From an optimization exercise on the open Yosys and OpenROAD flow, aimed at small area; shortcuts taken in it are not production practice.
At most, simulation tests tie the RTL to the original design; equivalence was not proved.
Power is estimated from default activity; no workload was simulated.

the previous run:
==> module top_module, before the edit <==
module top_module(input logic [7:0] pixel_r,pixel_g,pixel_b, input logic clk,reset,data_in_en,output logic signed [12:0] Convo_final,output logic start_add_1);
parameter N=10;
logic [3:0] x, y;           
logic [9:0] a1,a2,a3,a4,a5,a6,a7,a8,a9,a10,a11;
logic [9:0] b1,b2,b3,b4,b5,b6,b7,b8,b9;
logic [9:0] s;
logic x9, y9;
logic [3:0] tx, ty;
assign x9 = x[3] && x[0];
assign y9 = y[3] && y[0];
assign tx = {x9 || (x[2] && x[1] && x[0]), x[1] && x[0], x[0] && !x[3], 1'b1};
assign ty = {y9 || (y[2] && y[1] && y[0]), y[1] && y[0], y[0] && !y[3], 1'b1};
always_ff @(posedge clk)
begin
x <= reset ? x ^ (tx & {4{data_in_en}}) : 4'd0;
y <= reset ? y ^ (ty & {4{data_in_en && x9}}) : 4'd0;
start_add_1 <= reset && data_in_en && (y >= 2) && (x != 0) && !x9;
end
always_ff @(posedge clk)
begin
if (reset && data_in_en)
begin
{a11,a10,a9,a8,a7,a6,a5,a4,a3,a2,a1} <= {a10,a9,a8,a7,a6,a5,a4,a3,a2,a1,s};
if (x != 0)
{b9,b8,b7,b6,b5,b4,b3,b2,b1} <= {b8,b7,b6,b5,b4,b3,b2,b1,a11};
end
end
logic sa1;
logic sa2;
logic sa3;
logic sa4;
logic sa5;
logic sa6;
logic sa7;
logic sa8;
logic sa9;
logic sa10;
logic sa11;
logic sa12;
logic sa13;
logic sa14;
logic sa15;
logic sa16;
logic sa17;
logic sa18;
logic sa19;
logic sa20;
logic sa21;
logic sa22;
logic sa23;
logic sa24;
logic sa25;
logic sa26;
logic sa27;
logic sa28;
logic sa29;
logic sa30;
logic sa31;
logic sa32;
fa u_sa1 (pixel_r[0], pixel_g[0], pixel_b[0], sa1, sa2);
fa u_sa3 (pixel_r[1], pixel_g[1], pixel_b[1], sa3, sa4);
fa u_sa5 (pixel_r[2], pixel_g[2], pixel_b[2], sa5, sa6);
fa u_sa7 (pixel_r[3], pixel_g[3], pixel_b[3], sa7, sa8);
fa u_sa9 (pixel_r[4], pixel_g[4], pixel_b[4], sa9, sa10);
fa u_sa11 (pixel_r[5], pixel_g[5], pixel_b[5], sa11, sa12);
fa u_sa13 (pixel_r[6], pixel_g[6], pixel_b[6], sa13, sa14);
fa u_sa15 (pixel_r[7], pixel_g[7], pixel_b[7], sa15, sa16);
ha u_sa17 (sa2, sa3, sa17, sa18);
fa u_sa19 (sa4, sa5, sa18, sa19, sa20);
fa u_sa21 (sa6, sa7, sa20, sa21, sa22);
fa u_sa23 (sa8, sa9, sa22, sa23, sa24);
fa u_sa25 (sa10, sa11, sa24, sa25, sa26);
fa u_sa27 (sa12, sa13, sa26, sa27, sa28);
fa u_sa29 (sa14, sa15, sa28, sa29, sa30);
ha u_sa31 (sa16, sa30, sa31, sa32);
assign s = {sa32, sa31, sa29, sa27, sa25, sa23, sa21, sa19, sa17, sa1};
logic la1;
logic la2;
logic la3;
logic la4;
logic la5;
logic la6;
logic la7;
logic la8;
logic la9;
logic la10;
logic la11;
logic la12;
logic la13;
logic la14;
logic la15;
logic la16;
logic la17;
logic la18;
logic la19;
logic la20;
logic la21;
logic la22;
logic la23;
logic la24;
logic la25;
logic la26;
logic la27;
logic la28;
logic la29;
logic la30;
logic la31;
logic la32;
logic la33;
logic la34;
logic la35;
logic la36;
logic la37;
logic la38;
logic la39;
logic la40;
logic la41;
logic la42;
logic la43;
logic la44;
logic la45;
logic la46;
logic la47;
logic la48;
logic la49;
logic la50;
logic la51;
logic la52;
logic la53;
logic la54;
logic la55;
logic la56;
logic la57;
logic la58;
logic la59;
logic la60;
logic la61;
logic la62;
logic la63;
logic la64;
logic la65;
logic la66;
logic la67;
logic la68;
logic la69;
logic la70;
logic la71;
logic la72;
logic la73;
logic la74;
logic la75;
logic la76;
logic la77;
logic la78;
logic la79;
logic la80;
logic la81;
fa u_la1 (a1[0], a10[0], b1[0], la1, la2);
fa u_la3 (a1[1], a10[1], b1[1], la3, la4);
assign la5 = ~(~a11[0] ^ a1[2]);
assign la6 = ~a11[0] | a1[2];
fa u_la7 (a10[2], b1[2], b9[2], la7, la8);
fa u_la9 (~a11[1], a1[3], a10[3], la9, la10);
fa u_la11 (~a11[2], a1[4], a10[4], la11, la12);
fa u_la13 (~a11[3], a1[5], a10[5], la13, la14);
fa u_la15 (~a11[4], a1[6], a10[6], la15, la16);
fa u_la17 (~a11[5], a1[7], a10[7], la17, la18);
fa u_la19 (~a11[6], a1[8], a10[8], la19, la20);
fa u_la21 (~a11[7], a1[9], a10[9], la21, la22);
fa u_la23 (la2, la3, b9[1], la23, la24);
fa u_la25 (la4, la5, la7, la25, la26);
fa u_la27 (la6, la8, la9, la27, la28);
fa u_la29 (la10, la11, b1[4], la29, la30);
fa u_la31 (la12, la13, b1[5], la31, la32);
fa u_la33 (la14, la15, b1[6], la33, la34);
fa u_la35 (la16, la17, b1[7], la35, la36);
fa u_la37 (la18, la19, b1[8], la37, la38);
fa u_la39 (la20, la21, b1[9], la39, la40);
fa u_la41 (la26, la27, b1[3], la41, la42);
fa u_la43 (la28, la29, b9[4], la43, la44);
fa u_la45 (la30, la31, b9[5], la45, la46);
fa u_la47 (la32, la33, b9[6], la47, la48);
fa u_la49 (la34, la35, b9[7], la49, la50);
fa u_la51 (la36, la37, b9[8], la51, la52);
fa u_la53 (la38, la39, b9[9], la53, la54);
fa u_la55 (la40, la22, ~a11[8], la55, la56);
ha u_la57 (la1, b9[0], la57, la58);
ha u_la59 (la23, la58, la59, la60);
fa u_la61 (la24, la25, la60, la61, la62);
fa u_la63 (la41, b9[3], la62, la63, la64);
fa u_la65 (la42, la43, la64, la65, la66);
fa u_la67 (la44, la45, la66, la67, la68);
fa u_la69 (la46, la47, la68, la69, la70);
fa u_la71 (la48, la49, la70, la71, la72);
fa u_la73 (la50, la51, la72, la73, la74);
fa u_la75 (la52, la53, la74, la75, la76);
fa u_la77 (la54, la55, la76, la77, la78);
fa u_la79 (la56, ~a11[9], la78, la79, la80);
assign la81 = ~la80;
assign Convo_final = {la81, la79, la77, la75, la73, la71, la69, la67, la65, la63, la61, la59, la57};
endmodule
clock: 10.0 ns
lec_check: 0
cap_margin: 5
core_margin: 2
core_utilization: 40
slew_margin: 5
synth_hierarchical: 1
standard.sh (not shown) runs the stock make flow with config.mk's settings and CLKGATE_MAP_FILE= SYNTH_SCRIPT=/design/flow/synth_recipe.tcl, a recipe that flattens the netlist after the stock synthesis.
==> flow/flow/run.sh <==
#!/bin/bash
# Layout: the standard flow (standard.sh, unchanged synthesis) with two changes:
#  - ports are buffered with sky130_fd_sc_hd__buf_1 instead of the default port buffer;
#  - clock tree built from clkbuf_8 leaves over larger sink clusters, without dummy loads.
# The make output goes to standard.log in the work folder; ORFS's own per-step logs are
# under orfs/logs/.
set -euo pipefail
CTS="-sink_clustering_enable -repair_clock_nets -sink_clustering_size 10 -sink_clustering_max_diameter 60 -buf_list sky130_fd_sc_hd__clkbuf_4 -dont_use_dummy_load"
bash standard.sh "BUFFER_PORTS_ARGS=-buffer_cell sky130_fd_sc_hd__buf_1" "CTS_ARGS=$CTS" finish > standard.log 2>&1
Changes in the current run relative to the previous run:
diff --git a/flow/design.v b/flow/design.v
--- a/flow/design.v
+++ b/flow/design.v
@@ -16,7 +16,7 @@
 logic [9:0] s;
 logic x9, y9;
 logic [3:0] tx, ty;
-assign x9 = x[3] && x[0];
+assign x9 = x[3] && x[0];            
 assign y9 = y[3] && y[0];
 assign tx = {x9 || (x[2] && x[1] && x[0]), x[1] && x[0], x[0] && !x[3], 1'b1};
 assign ty = {y9 || (y[2] && y[1] && y[0]), y[1] && y[0], y[0] && !y[3], 1'b1};
### Flow results
- The current run did not stop at any stage, and its layout met the timing, design-rule and antenna checks.
- Wire length reported by the detailed router came out exactly the same in the previous run and the current run.
- Diff the previous run..the current run | total power | unchanged
- Via count of the first global-routing pass delta (the current run -> the previous run): insignificant
- Per the comparison of the current run with the previous run, post-cts gate resize count now sits at about the same level, shortest period the worst path allows level.
- From the current run to the previous run, post-layout utilization of the core did not move at all.
- The previous run → the current run: worst slew slack as a fraction of its limit saw little to no change; chip width level.
- Iteration count of the initial detailed-routing pass essentially unchanged between the current run and the previous run.
- Reported for the previous run and the current run, post-synthesis net count turned out identical to the last digit.
- Cell area: the previous run vs the current run identical
- Async set or reset register ratio after synthesis: the previous run vs the current run identical
Only the layout flow was run in the previous run; the RTL was not checked for function there.

-- static timing again, ports no longer ideal --
Ports are ideal in the flow. The routed layouts listed here were re-timed in OpenROAD.
Step 1 assumes that a clkbuf_16 drives the clock port and a buf_2 every other input.
Step 2, shift: input delay + t, output delay - t, t = (earliest + latest rising clock arrival at the registers) / 2. This alone moves slack from input paths to output paths.
Three values: ideal, step 1, step 2; two values: the first two.
run	t, ns	setup slack, ns	worst hold slack (ns)	worst slew at a driven data input, ns
the previous run	0.617	1.608 / 1.568 / 2.185	0.363 / 0.363 / 0.363	0.03
the current run	0.617	1.608 / 1.568 / 2.185	0.363 / 0.363 / 0.363	0.03
After both steps setup and hold are still met in every run listed.
